This design comes from an exercise in tuning for small area on the open sky130 flow, not from production work.
Only simulation tests tie the RTL to the original design; equivalence was not proved.
The clock port is modelled as an ideal driver, which makes a skipped or thinned clock tree look cheaper than it is; a real chip needs a root buffer or a tree.
Power is estimated from default activity; no workload was simulated.

==> run Y: inputs <==
==> flow/design.v <==
`timescale 1ns/10ps
module FP_MUL(CLK, RESET, ENABLE, DATA_IN, DATA_OUT, READY);
input        CLK;
input        RESET;
input        ENABLE;
input  [7:0] DATA_IN;
output [7:0] DATA_OUT;
output       READY;
reg  [5:0]  cnt;
reg  [63:0] A_reg;
reg  [39:0] B_reg;
reg         bp;           
reg  [52:20] Xt;          
reg  [19:0] Xl;           
reg         p105;
reg  [2:0]  cb;           
reg         ec4;          
wire [52:0] X = {Xt, Xl};
genvar k, q;
always @(posedge CLK or posedge RESET)
	if (RESET)
		cnt <= 6'd0;
	else if (cnt == 6'd57)
		cnt <= 6'd0;
	else
		cnt <= cnt + 6'd1;
wire ld_a = (cnt >= 6'd1) && (cnt <= 6'd8);
wire ld_l = (cnt == 6'd15);       
wire ld_h = (cnt == 6'd16);       
wire rnd  = (cnt == 6'd37);
reg one, two, neg;
reg b1, b0, bm, dv;
always @* begin
	b1 = B_reg[3];
	b0 = B_reg[2];
	bm = B_reg[1];
	dv = (cnt >= 6'd9) && (cnt <= 6'd35);
	if (cnt == 6'd9) begin
		b1 = DATA_IN[1];
		b0 = DATA_IN[0];
		bm = 1'b0;
	end
	if (cnt == 6'd35) begin
		b1 = 1'b0;
		b0 = 1'b1;
	end
end
always @(posedge CLK) begin
	one <= dv & (b0 ^ bm);
	two <= dv & ((b1 & ~b0 & ~bm) | (~b1 & b0 & bm));
	neg <= dv & b1 & ~(b0 & bm);
end
wire [53:0] ma  = {1'b0, 1'b1, A_reg[51:0]};
wire [53:0] sel = ({54{one}} & ma) | ({54{two}} & {ma[52:0], 1'b0});
wire [54:0] pp  = {neg, sel ^ {54{neg}}};
localparam NC = 3;
localparam [8*NC-1:0] CUT = {8'd40, 8'd26, 8'd12};
wire [54:0] xs = {X[52], X[52], X[52:0]};
function is_cut_bit;    
	input integer k;
	integer q;
	begin
		is_cut_bit = 1'b0;
		for (q = 0; q < NC; q = q + 1)
			if (k == CUT[8*q +: 8] - 2 || k == CUT[8*q +: 8] - 1)
				is_cut_bit = 1'b1;
	end
endfunction
wire [NC:0] kx;
assign kx[0] = 1'b0;
generate
	for (q = 0; q < NC; q = q + 1) begin : g_la
		localparam integer P  = CUT[8*q +: 8] - 2;
		localparam integer HI = (q == NC - 1) ? 50 : CUT[8*(q+1) +: 8] - 3;
		assign kx[q+1] = (&X[HI:P+1]) & ((cb[q] & kx[q]) | ((cb[q] | kx[q]) & X[P]));
	end
endgenerate
wire p105n = X[51] ^ kx[NC];
wire        ex_a = ld_l | ld_h | rnd;
wire [10:0] eb   = {DATA_IN[6:0], DATA_IN[7:4]} & {11{ld_l | ld_h}};
wire [11:0] ec;
wire [10:0] es;
assign ec[0] = ld_l | p105n;
generate
	for (k = 0; k < 11; k = k + 1) begin : g_exp
		wire ci = (k == 4) ? (ld_h ? ec4 : ec[4]) : ec[k];
		assign es[k]   = A_reg[52+k] ^ eb[k] ^ ci;
		assign ec[k+1] = (A_reg[52+k] & eb[k]) | (A_reg[52+k] & ci) | (eb[k] & ci);
	end
endgenerate
always @(posedge CLK)
	ec4 <= ec[4];
always @(posedge CLK)
	if (ld_a)
		A_reg <= {DATA_IN, A_reg[63:8]};
	else if (ex_a) begin
		if (!ld_h)
			A_reg[55:52] <= es[3:0];
		if (!ld_l)
			A_reg[62:56] <= {es[10] ^ ld_h, es[9:4]};
		if (ld_h)
			A_reg[63] <= A_reg[63] ^ DATA_IN[7];
	end
wire cr  = B_reg[39] & B_reg[38] & (p105n | B_reg[37]);
wire cin = neg | (rnd & cr);
wire [55:0] c;
wire [54:0] s;
wire [NC-1:0] hc;
assign c[0] = cin;
generate
	for (k = 0; k < 55; k = k + 1) begin : g_add
		if (!is_cut_bit(k)) begin : g_fa
			assign s[k]   = xs[k] ^ pp[k] ^ c[k];
			assign c[k+1] = (xs[k] & pp[k]) | (xs[k] & c[k]) | (pp[k] & c[k]);
		end
	end
	for (q = 0; q < NC; q = q + 1) begin : g_cut
		localparam integer M = CUT[8*q +: 8];
		wire e0, k0, h0, e1, k1;
		assign e0 = xs[M-2] ^ pp[M-2] ^ cb[q];
		assign k0 = (xs[M-2] & pp[M-2]) | (xs[M-2] & cb[q]) | (pp[M-2] & cb[q]);
		assign s[M-2] = e0 ^ c[M-2];
		assign h0 = e0 & c[M-2];
		assign e1 = xs[M-1] ^ pp[M-1] ^ k0;
		assign k1 = (xs[M-1] & pp[M-1]) | (xs[M-1] & k0) | (pp[M-1] & k0);
		assign s[M-1] = e1 ^ h0;
		assign hc[q] = e1 & h0;
		assign c[M] = k1;
		assign c[M-1] = 1'b0;
	end
endgenerate
always @(posedge CLK)
	if (cnt == 6'd0)
		cb <= {NC{1'b0}};
	else
		cb <= hc;
always @(posedge CLK or posedge RESET)
	if (RESET)
		Xt <= 33'd0;
	else
		Xt <= s[54:22];
always @(posedge CLK)
	Xl <= s[21:2];
wire [41:0] bsh = {s[1:0], B_reg[39:0]};
generate
	for (k = 0; k < 40; k = k + 1) begin : g_b
		localparam integer KH = k / 6;
		localparam integer KL = (k % 6 <= 1 && k >= 6) ? KH - 1 : KH;
		wire ldh = (cnt == 9 + KH);
		wire ldl = (cnt == 9 + KL);
		always @(posedge CLK)
			if (ldh)
				B_reg[k] <= DATA_IN[k - 6 * KH];
			else if (ldl)
				B_reg[k] <= DATA_IN[k - 6 * KL];
			else
				B_reg[k] <= bsh[k + 2];
	end
endgenerate
always @(posedge CLK)
	bp <= B_reg[1];
always @(posedge CLK)
	if (rnd)
		p105 <= p105n;
wire [93:0] R  = {X, B_reg, bp};
wire [10:0] E  = A_reg[62:52];
wire        sg = A_reg[63];
wire [7:0] bs;
generate
	for (k = 0; k < 8; k = k + 1) begin : g_bs
		assign bs[k] = (cnt[2:0] == ((k + 1) % 8));
	end
endgenerate
wire [8:0] w = ({9{bs[1]}} & R[61 +: 9]) | ({9{bs[2]}} & R[51 +: 9])
             | ({9{bs[3]}} & R[41 +: 9]) | ({9{bs[4]}} & R[31 +: 9])
             | ({9{bs[5]}} & R[21 +: 9]) | ({9{bs[6]}} & R[11 +: 9])
             | ({9{bs[7]}} & R[1 +: 9]);
wire [7:0] fb = p105 ? w[8:1] : w[7:0];
wire [1:0] lo = p105 ? {R[3], R[2] ^ R[1]}
                     : {R[2] ^ (R[1] & R[0]), R[1] ^ R[0]};
wire [7:0] dout = ({8{bs[0]}} & {sg, E[10:4]})
                | ({8{bs[1]}} & {E[3:0], fb[3:0]})
                | ({8{bs[2] | bs[3] | bs[4] | bs[5] | bs[6]}} & fb)
                | ({8{bs[7]}} & {fb[7:2], lo});
assign READY    = (cnt[5:3] == 3'd6 && cnt[2:0] != 3'd0) || cnt == 6'd56;
assign DATA_OUT = dout;
endmodule
==> flow/flow/run.sh <==
#!/bin/bash
# Layout flow: the standard ORFS flow (standard.sh) with
#  - synthesis by flow/synth.tcl: the standard script, no ABC pass before
#    the full adders are extracted (-noabc), final ABC mapping by
#    flow/area.abc (area-oriented);
#  - clock tree: CTS (no dummy loads, clkbuf_8), then replaced by
#    flow/clktree.tcl with a root clkbuf_8 driving 7 clkbuf_16, each
#    driving one cluster of the registers' clock pins;
#  - ports buffered with buf_1;
# Each tool's output is in flow.log and in ORFS's own logs under orfs/logs.
set -euo pipefail
W=$PWD
export FLOW_ABC_SCRIPT=$W/flow/area.abc
export SYNTH_ARGS=-noabc
export CTS_ARGS="-sink_clustering_enable -repair_clock_nets -dont_use_dummy_load -buf_list sky130_fd_sc_hd__clkbuf_8"
export BUFFER_PORTS_ARGS="-buffer_cell sky130_fd_sc_hd__buf_1"
export POST_CTS_TCL=$W/flow/clktree.tcl
export CLK_NB=7 CLK_BUF=sky130_fd_sc_hd__clkbuf_16 CLK_ROOT=sky130_fd_sc_hd__clkbuf_8
sed -e "s|SYNTH_SCRIPT=[^ ]*|SYNTH_SCRIPT=$W/flow/synth.tcl|" standard.sh > flow_standard.sh
bash flow_standard.sh > flow.log 2>&1
==> flow/flow/area.abc <==
&get -n
&st
&dch -f
&nf -R 1000 -p -C 32 -F 8 -A 8
&put
==> flow/flow/clktree.tcl <==
# Clock tree: replaces the tree that CTS built with CLK_NB buffers
# (CLK_BUF), each driving the clock pins of one cluster of registers
# (k-means on their placement), driven from the clock port through one
# root buffer (CLK_ROOT).
namespace eval ct {
  variable sinks {}
  variable bufs {}
  proc walk {net} {
    variable sinks
    variable bufs
    foreach it [$net getITerms] {
      if {[$it isOutputSignal]} continue
      set inst [$it getInst]
      set m [[$inst getMaster] getName]
      if {[string match "sky130_fd_sc_hd__clkbuf_*" $m]} {
        lappend bufs $inst
        foreach o [$inst getITerms] {
          if {[$o isOutputSignal] && [$o getNet] ne "NULL"} { walk [$o getNet] }
        }
      } else {
        lappend sinks $it
      }
    }
  }
  proc run {nb buf root} {
    variable sinks
    variable bufs
    set sinks {}
    set bufs {}
    set block [ord::get_db_block]
    set db [ord::get_db]
    set clknet [[$block findBTerm CLK] getNet]
    walk $clknet
    puts "clktree: [llength $sinks] sinks, [llength $bufs] CTS buffers removed"
    foreach it $sinks { $it disconnect }
    foreach inst $bufs {
      foreach o [$inst getITerms] {
        set n [$o getNet]
        if {$n eq "NULL"} continue
        $o disconnect
        if {[$o isOutputSignal]} { odb::dbNet_destroy $n }
      }
      odb::dbInst_destroy $inst
    }
    set pts {}
    foreach it $sinks {
      set bb [[$it getInst] getBBox]
      lappend pts [list [expr {([$bb xMin] + [$bb xMax]) / 2.0}] [expr {([$bb yMin] + [$bb yMax]) / 2.0}]]
    }
    set n [llength $pts]
    set cx 0.0; set cy 0.0
    foreach p $pts { set cx [expr {$cx + [lindex $p 0]}]; set cy [expr {$cy + [lindex $p 1]}] }
    set cx [expr {$cx / $n}]; set cy [expr {$cy / $n}]
    set cs {}
    for {set k 0} {$k < $nb} {incr k} {
      set a [expr {2 * 3.14159265 * ($k + 0.5) / $nb}]
      lappend cs [list [expr {$cx + 20000 * cos($a)}] [expr {$cy + 20000 * sin($a)}]]
    }
    for {set iter 0} {$iter < 100} {incr iter} {
      set asg {}
      foreach p $pts {
        set best 0; set bd 1e30
        for {set k 0} {$k < $nb} {incr k} {
          set c [lindex $cs $k]
          set d [expr {pow([lindex $p 0] - [lindex $c 0], 2) + pow([lindex $p 1] - [lindex $c 1], 2)}]
          if {$d < $bd} { set bd $d; set best $k }
        }
        lappend asg $best
      }
      set ncs {}
      for {set k 0} {$k < $nb} {incr k} {
        set sx 0.0; set sy 0.0; set m 0
        foreach p $pts a $asg {
          if {$a == $k} { set sx [expr {$sx + [lindex $p 0]}]; set sy [expr {$sy + [lindex $p 1]}]; incr m }
        }
        if {$m > 0} { lappend ncs [list [expr {$sx / $m}] [expr {$sy / $m}]] } else { lappend ncs [lindex $cs $k] }
      }
      set cs $ncs
    }
    set rinst [odb::dbInst_create $block [$db findMaster $root] "clkbuf_root"]
    set rnet [odb::dbNet_create $block "clknet_root"]
    $rnet setSigType CLOCK
    $rinst setLocation [expr {int($cx)}] [expr {int($cy)}]
    $rinst setPlacementStatus PLACED
    foreach it [$rinst getITerms] {
      if {[[$it getMTerm] getName] eq "A"} { $it connect $clknet }
      if {[[$it getMTerm] getName] eq "X"} { $it connect $rnet }
    }
    set master [$db findMaster $buf]
    for {set k 0} {$k < $nb} {incr k} {
      set inst [odb::dbInst_create $block $master "clkbuf_leaf_$k"]
      set net [odb::dbNet_create $block "clknet_leaf_$k"]
      $net setSigType CLOCK
      set c [lindex $cs $k]
      $inst setLocation [expr {int([lindex $c 0])}] [expr {int([lindex $c 1])}]
      $inst setPlacementStatus PLACED
      foreach it [$inst getITerms] {
        if {[[$it getMTerm] getName] eq "A"} { $it connect $rnet }
        if {[[$it getMTerm] getName] eq "X"} { $it connect $net }
      }
      set cnt 0
      foreach it $sinks a $asg { if {$a == $k} { $it connect $net; incr cnt } }
      puts "clktree: leaf $k drives $cnt clock pins"
    }
    global_connect
    detailed_placement
    check_placement -verbose
    estimate_parasitics -placement
  }
}
ct::run $::env(CLK_NB) $::env(CLK_BUF) $::env(CLK_ROOT)
==> flow/flow/synth.tcl <==
proc synth {args} { yosys synth -nofsm -noshare {*}$args }
proc abc {args} {
  set i [lsearch -exact $args -script]
  if {$i >= 0} { lset args [expr {$i + 1}] $::env(FLOW_ABC_SCRIPT) }
  yosys abc {*}$args
}
source $::env(SCRIPTS_DIR)/synth.tcl
# left out here: clear keep_hierarchy, flatten, clean up, hide names made inside functions, write 1_2_yosys.v
==> flow/standard.sh <==
#!/bin/bash
# synth_recipe.tcl (not shown) runs the flow's synth.tcl, then flattens the netlist and writes it again
# the make line also repeats each setting of config.mk as NAME=value (left out here)
make -C /OpenROAD-flow-scripts/flow DESIGN_CONFIG=/design/flow/config.mk WORK_HOME=/design/flow/orfs CLKGATE_MAP_FILE= SYNTH_SCRIPT=/design/flow/synth_recipe.tcl "${@:-finish}"
==> flow/config.mk <==
export PLATFORM = sky130hd
export DESIGN_NAME = FP_MUL
export DESIGN_NICKNAME = FP_MUL
export VERILOG_FILES = /design/flow/design.v
export SDC_FILE = /design/flow/constraint.sdc
export NUM_CORES = 8
export LEC_CHECK = 0
export CAP_MARGIN = 20
export CORE_MARGIN = 2
export CORE_UTILIZATION = 65
export SLEW_MARGIN = 20
==> flow/constraint.sdc <==
create_clock -name core_clock -period 10.0 [get_ports {CLK}]
set_input_delay 2.0000 -clock core_clock [delete_from_list [all_inputs] [get_ports {CLK}]]
set_output_delay 2.0000 -clock core_clock [all_outputs]
set_load 0.01 [all_outputs]
==> run A: changes against run Y <==
--- a/flow/design.v
+++ b/flow/design.v
@@ -26,3 +26,2 @@
 		cnt <= cnt + 6'd1;
-wire ld_a = (cnt >= 6'd1) && (cnt <= 6'd8);
 wire ld_l = (cnt == 6'd15);       
@@ -30,24 +29,11 @@
 wire rnd  = (cnt == 6'd37);
-reg one, two, neg;
-reg b1, b0, bm, dv;
-always @* begin
-	b1 = B_reg[3];
-	b0 = B_reg[2];
-	bm = B_reg[1];
-	dv = (cnt >= 6'd9) && (cnt <= 6'd35);
-	if (cnt == 6'd9) begin
-		b1 = DATA_IN[1];
-		b0 = DATA_IN[0];
-		bm = 1'b0;
-	end
-	if (cnt == 6'd35) begin
-		b1 = 1'b0;
-		b0 = 1'b1;
-	end
-end
-always @(posedge CLK) begin
-	one <= dv & (b0 ^ bm);
-	two <= dv & ((b1 & ~b0 & ~bm) | (~b1 & b0 & bm));
-	neg <= dv & b1 & ~(b0 & bm);
-end
+reg dv;
+always @(posedge CLK)
+	dv <= (cnt >= 6'd9) && (cnt <= 6'd35);
+wire b1  = B_reg[1];
+wire b0  = B_reg[0];
+wire bm  = bp;
+wire one = dv & (b0 ^ bm);
+wire two = dv & ((b1 & ~b0 & ~bm) | (~b1 & b0 & bm));
+wire neg = dv & b1 & ~(b0 & bm);
 wire [53:0] ma  = {1'b0, 1'b1, A_reg[51:0]};
@@ -78,12 +64,16 @@
 wire p105n = X[51] ^ kx[NC];
-wire        ex_a = ld_l | ld_h | rnd;
-wire [10:0] eb   = {DATA_IN[6:0], DATA_IN[7:4]} & {11{ld_l | ld_h}};
+wire        ld_f = (cnt >= 6'd1) && (cnt <= 6'd7);    
+wire        ld_s = (cnt == 6'd8);                     
+wire        ex_l = ld_f | ld_l | rnd;                 
+wire        ex_h = ld_s | ld_h | rnd;                 
+wire [10:0] ea   = A_reg[62:52] & {{7{~ld_s}}, {4{~ld_f}}};
+wire [10:0] eb   = {DATA_IN[6:0] & {7{ld_s | ld_h}}, DATA_IN[7:4] & {4{ld_f | ld_l}}};
 wire [11:0] ec;
 wire [10:0] es;
-assign ec[0] = ld_l | p105n;
+assign ec[0] = ld_l | (rnd & p105n);
 generate
 	for (k = 0; k < 11; k = k + 1) begin : g_exp
-		wire ci = (k == 4) ? (ld_h ? ec4 : ec[4]) : ec[k];
-		assign es[k]   = A_reg[52+k] ^ eb[k] ^ ci;
-		assign ec[k+1] = (A_reg[52+k] & eb[k]) | (A_reg[52+k] & ci) | (eb[k] & ci);
+		wire ci = (k == 4) ? (ld_h ? ec4 : (ec[4] & ~ld_s)) : ec[k];
+		assign es[k]   = ea[k] ^ eb[k] ^ ci;
+		assign ec[k+1] = (ea[k] & eb[k]) | (ea[k] & ci) | (eb[k] & ci);
 	end
@@ -92,13 +82,12 @@
 	ec4 <= ec[4];
-always @(posedge CLK)
-	if (ld_a)
-		A_reg <= {DATA_IN, A_reg[63:8]};
-	else if (ex_a) begin
-		if (!ld_h)
-			A_reg[55:52] <= es[3:0];
-		if (!ld_l)
-			A_reg[62:56] <= {es[10] ^ ld_h, es[9:4]};
-		if (ld_h)
-			A_reg[63] <= A_reg[63] ^ DATA_IN[7];
-	end
+always @(posedge CLK) begin
+	if (ld_f)
+		A_reg[51:0] <= {DATA_IN[3:0], A_reg[55:8]};
+	if (ex_l)
+		A_reg[55:52] <= es[3:0];
+	if (ex_h)
+		A_reg[62:56] <= {es[10] ^ ld_h, es[9:4]};
+	if (ld_s | ld_h)
+		A_reg[63] <= (A_reg[63] & ld_h) ^ DATA_IN[7];
+end
 wire cr  = B_reg[39] & B_reg[38] & (p105n | B_reg[37]);
@@ -131,4 +120,4 @@
 endgenerate
-always @(posedge CLK)
-	if (cnt == 6'd0)
+always @(posedge CLK or posedge RESET)
+	if (RESET)
 		cb <= {NC{1'b0}};
@@ -143,3 +132,4 @@
 	Xl <= s[21:2];
-wire [41:0] bsh = {s[1:0], B_reg[39:0]};
+wire [1:0]  btop = (cnt == 6'd16) ? 2'b01 : s[1:0];
+wire [41:0] bsh = {btop, B_reg[39:0]};
 generate
@@ -160,3 +150,3 @@
 always @(posedge CLK)
-	bp <= B_reg[1];
+	bp <= B_reg[1] & (cnt != 6'd9);
 always @(posedge CLK)
--- a/flow/flow/run.sh
+++ b/flow/flow/run.sh
@@ -6,4 +6,5 @@
 #  - clock tree: CTS (no dummy loads, clkbuf_8), then replaced by
-#    flow/clktree.tcl with a root clkbuf_8 driving 7 clkbuf_16, each
-#    driving one cluster of the registers' clock pins;
+#    flow/clktree.tcl with a root clkbuf_2 driving 6 (more if needed for
+#    the clock-pin slew) clkbuf_16, each driving one cluster of the
+#    registers' clock pins;
 #  - ports buffered with buf_1;
@@ -17,3 +18,3 @@
 export POST_CTS_TCL=$W/flow/clktree.tcl
-export CLK_NB=7 CLK_BUF=sky130_fd_sc_hd__clkbuf_16 CLK_ROOT=sky130_fd_sc_hd__clkbuf_8
+export CLK_NB=6 CLK_BUF=sky130_fd_sc_hd__clkbuf_16 CLK_ROOT=sky130_fd_sc_hd__clkbuf_2 CLK_SLEW_PS=105
 sed -e "s|SYNTH_SCRIPT=[^ ]*|SYNTH_SCRIPT=$W/flow/synth.tcl|" standard.sh > flow_standard.sh
--- a/flow/flow/clktree.tcl
+++ b/flow/flow/clktree.tcl
@@ -1,5 +1,6 @@
-# Clock tree: replaces the tree that CTS built with CLK_NB buffers
-# (CLK_BUF), each driving the clock pins of one cluster of registers
-# (k-means on their placement), driven from the clock port through one
-# root buffer (CLK_ROOT).
+# Clock tree: replaces the tree that CTS built with a root buffer (CLK_ROOT)
+# driven by the clock port and NB leaf buffers (CLK_BUF), each driving the
+# clock pins of one cluster of registers (k-means on their placement).  NB
+# starts at CLK_NB and grows until the estimated clock-pin slew is at most
+# CLK_SLEW_PS.
 namespace eval ct {
@@ -24,3 +25,3 @@
   }
-  proc run {nb buf root} {
+  proc teardown {clknet} {
     variable sinks
@@ -29,7 +30,3 @@
     set bufs {}
-    set block [ord::get_db_block]
-    set db [ord::get_db]
-    set clknet [[$block findBTerm CLK] getNet]
     walk $clknet
-    puts "clktree: [llength $sinks] sinks, [llength $bufs] CTS buffers removed"
     foreach it $sinks { $it disconnect }
@@ -44,17 +41,9 @@
     }
-    set pts {}
-    foreach it $sinks {
-      set bb [[$it getInst] getBBox]
-      lappend pts [list [expr {([$bb xMin] + [$bb xMax]) / 2.0}] [expr {([$bb yMin] + [$bb yMax]) / 2.0}]]
-    }
+  }
+  proc kmeans1 {pts nb seed} {
     set n [llength $pts]
-    set cx 0.0; set cy 0.0
-    foreach p $pts { set cx [expr {$cx + [lindex $p 0]}]; set cy [expr {$cy + [lindex $p 1]}] }
-    set cx [expr {$cx / $n}]; set cy [expr {$cy / $n}]
+    expr {srand($seed)}
     set cs {}
-    for {set k 0} {$k < $nb} {incr k} {
-      set a [expr {2 * 3.14159265 * ($k + 0.5) / $nb}]
-      lappend cs [list [expr {$cx + 20000 * cos($a)}] [expr {$cy + 20000 * sin($a)}]]
-    }
-    for {set iter 0} {$iter < 100} {incr iter} {
+    for {set k 0} {$k < $nb} {incr k} { lappend cs [lindex $pts [expr {int(rand() * $n)}]] }
+    for {set iter 0} {$iter < 60} {incr iter} {
       set asg {}
@@ -75,3 +64,3 @@
         }
-        if {$m > 0} { lappend ncs [list [expr {$sx / $m}] [expr {$sy / $m}]] } else { lappend ncs [lindex $cs $k] }
+        if {$m > 0} { lappend ncs [list [expr {$sx / $m}] [expr {$sy / $m}]] } else { lappend ncs [lindex $pts [expr {int(rand() * $n)}]] }
       }
@@ -79,2 +68,27 @@
     }
+    set worst 0.0
+    for {set k 0} {$k < $nb} {incr k} {
+      set c [lindex $cs $k]; set sd 0.0
+      foreach p $pts a $asg { if {$a == $k} { set sd [expr {$sd + abs([lindex $p 0] - [lindex $c 0]) + abs([lindex $p 1] - [lindex $c 1])}] } }
+      if {$sd > $worst} { set worst $sd }
+    }
+    return [list $worst $cs $asg]
+  }
+  proc kmeans {pts nb} {
+    set n [llength $pts]
+    set cx 0.0; set cy 0.0
+    foreach p $pts { set cx [expr {$cx + [lindex $p 0]}]; set cy [expr {$cy + [lindex $p 1]}] }
+    set cx [expr {$cx / $n}]; set cy [expr {$cy / $n}]
+    set best {}
+    for {set seed 1} {$seed <= 40} {incr seed} {
+      set r [kmeans1 $pts $nb $seed]
+      if {$best eq {} || [lindex $r 0] < [lindex $best 0]} { set best $r }
+    }
+    
+    return [list $cx $cy [lindex $best 1] [lindex $best 2]]
+  }
+  proc build {clknet pts sinkl nb buf root} {
+    set block [ord::get_db_block]
+    set db [ord::get_db]
+    lassign [kmeans $pts $nb] cx cy cs asg
     set rinst [odb::dbInst_create $block [$db findMaster $root] "clkbuf_root"]
@@ -101,3 +115,3 @@
       set cnt 0
-      foreach it $sinks a $asg { if {$a == $k} { $it connect $net; incr cnt } }
+      foreach it $sinkl a $asg { if {$a == $k} { $it connect $net; incr cnt } }
       puts "clktree: leaf $k drives $cnt clock pins"
@@ -106,6 +120,37 @@
     detailed_placement
+    estimate_parasitics -placement
+    set mx 0
+    foreach pin [all_registers -clock_pins -edge_triggered] {
+      foreach e {rise fall} {
+        foreach a {min max} {
+          set s [get_property $pin slew_${a}_$e]
+          set ps [expr {[sta::time_ui_sta $s] * 1e12}]
+          if {$ps > $mx} { set mx $ps }
+        }
+      }
+    }
+    return $mx
+  }
+  proc run {nb buf root limit} {
+    variable sinks
+    set block [ord::get_db_block]
+    set clknet [[$block findBTerm CLK] getNet]
+    teardown $clknet
+    set sinkl $sinks
+    puts "clktree: [llength $sinkl] clock pins"
+    set pts {}
+    foreach it $sinkl {
+      set bb [[$it getInst] getBBox]
+      lappend pts [list [expr {([$bb xMin] + [$bb xMax]) / 2.0}] [expr {([$bb yMin] + [$bb yMax]) / 2.0}]]
+    }
+    while {1} {
+      set slew [build $clknet $pts $sinkl $nb $buf $root]
+      puts "clktree: $nb leaves, estimated clock-pin slew $slew ps"
+      if {$slew <= $limit || $nb >= 16} break
+      teardown $clknet
+      incr nb
+    }
     check_placement -verbose
-    estimate_parasitics -placement
   }
 }
-ct::run $::env(CLK_NB) $::env(CLK_BUF) $::env(CLK_ROOT)
+ct::run $::env(CLK_NB) $::env(CLK_BUF) $::env(CLK_ROOT) $::env(CLK_SLEW_PS)
CORE_UTILIZATION = 75   (was 65)
PLACE_DENSITY = 0.9   (was unset)
==> qor summary <==
Status: run Y complete, no violations; run A complete, no violations
Starting density of the core: run Y 66.4%; run A 76.7%
Final core area utilization: run Y 70.5%; run A 81.3%
Cell count after synthesis: run Y 609; run A 612
Total via count after detailed routing: run Y 5229; run A 5341
Non-filler instance count after layout: run Y 812; run A 785
P per Cell Area: run Y 186 mW/mm^2; run A 187 mW/mm^2
Actual slew at the worst max-slew pin: run Y 0.855 ns; run A 0.930 ns
Highest net fanout along the worst path: run Y 24; run A 27
Area share of xor/xnor cells in the synthesized design: run Y 6.69%; run A 6.64%
Rel. slew slack: run Y 43.0%; run A 37.1%
F_max: run Y 0.118 GHz; run A 0.111 GHz
Comb pwr: run Y 202 uW; run A 216 uW
Comb_multi_in: run Y 431; run A 429
Inserted tap cell count: run Y 172; run A 140
Fraction of the cycle the final worst path needs: run Y 84.5%; run A 89.8%
Floorplan Core Area: run Y 0.0126 sq mm; run A 0.0108 sq mm
Final estimated routing congestion in global placement: run Y 0.930; run A 0.933
Final Net Count: run Y 731; run A 737
Met1 capacity usage during global routing: run Y 38.8%; run A 45.9%
Worst endpoint data arrival time: run Y 8.77 ns; run A 9.55 ns
No run of this note takes its clock network from TritonCTS; it comes from the design's own scripts or RTL.

[static timing again, ports no longer ideal]
The flow's constraints put no driver on any port. The routed layouts listed below were extracted and timed again, unchanged, in two steps. Step 1 assumes that a clkbuf_16 drives the clock port and a buf_2 every other input. Step 2 moves the port delays by t, midway between the first and last clock arrival at a register: inputs arrive t later, outputs are due t later. That takes back most of the time a late clock gives input paths. Slacks: no drivers / after step 1 / after step 2; pairs: no drivers / after step 1.
run	t, ns	slack for setup (ns)	worst setup path after step 2	slew at the worst register clock pin (ns)	worst slew at a driven data input, ns
run Y	0.472	1.551 / 1.551 / 1.551	register to register	0.11 / 0.11	0.03
run A	0.738	1.024 / 1.024 / 1.024	register to register	0.11 / 0.11	0.03
After both steps every run listed still meets setup and hold.
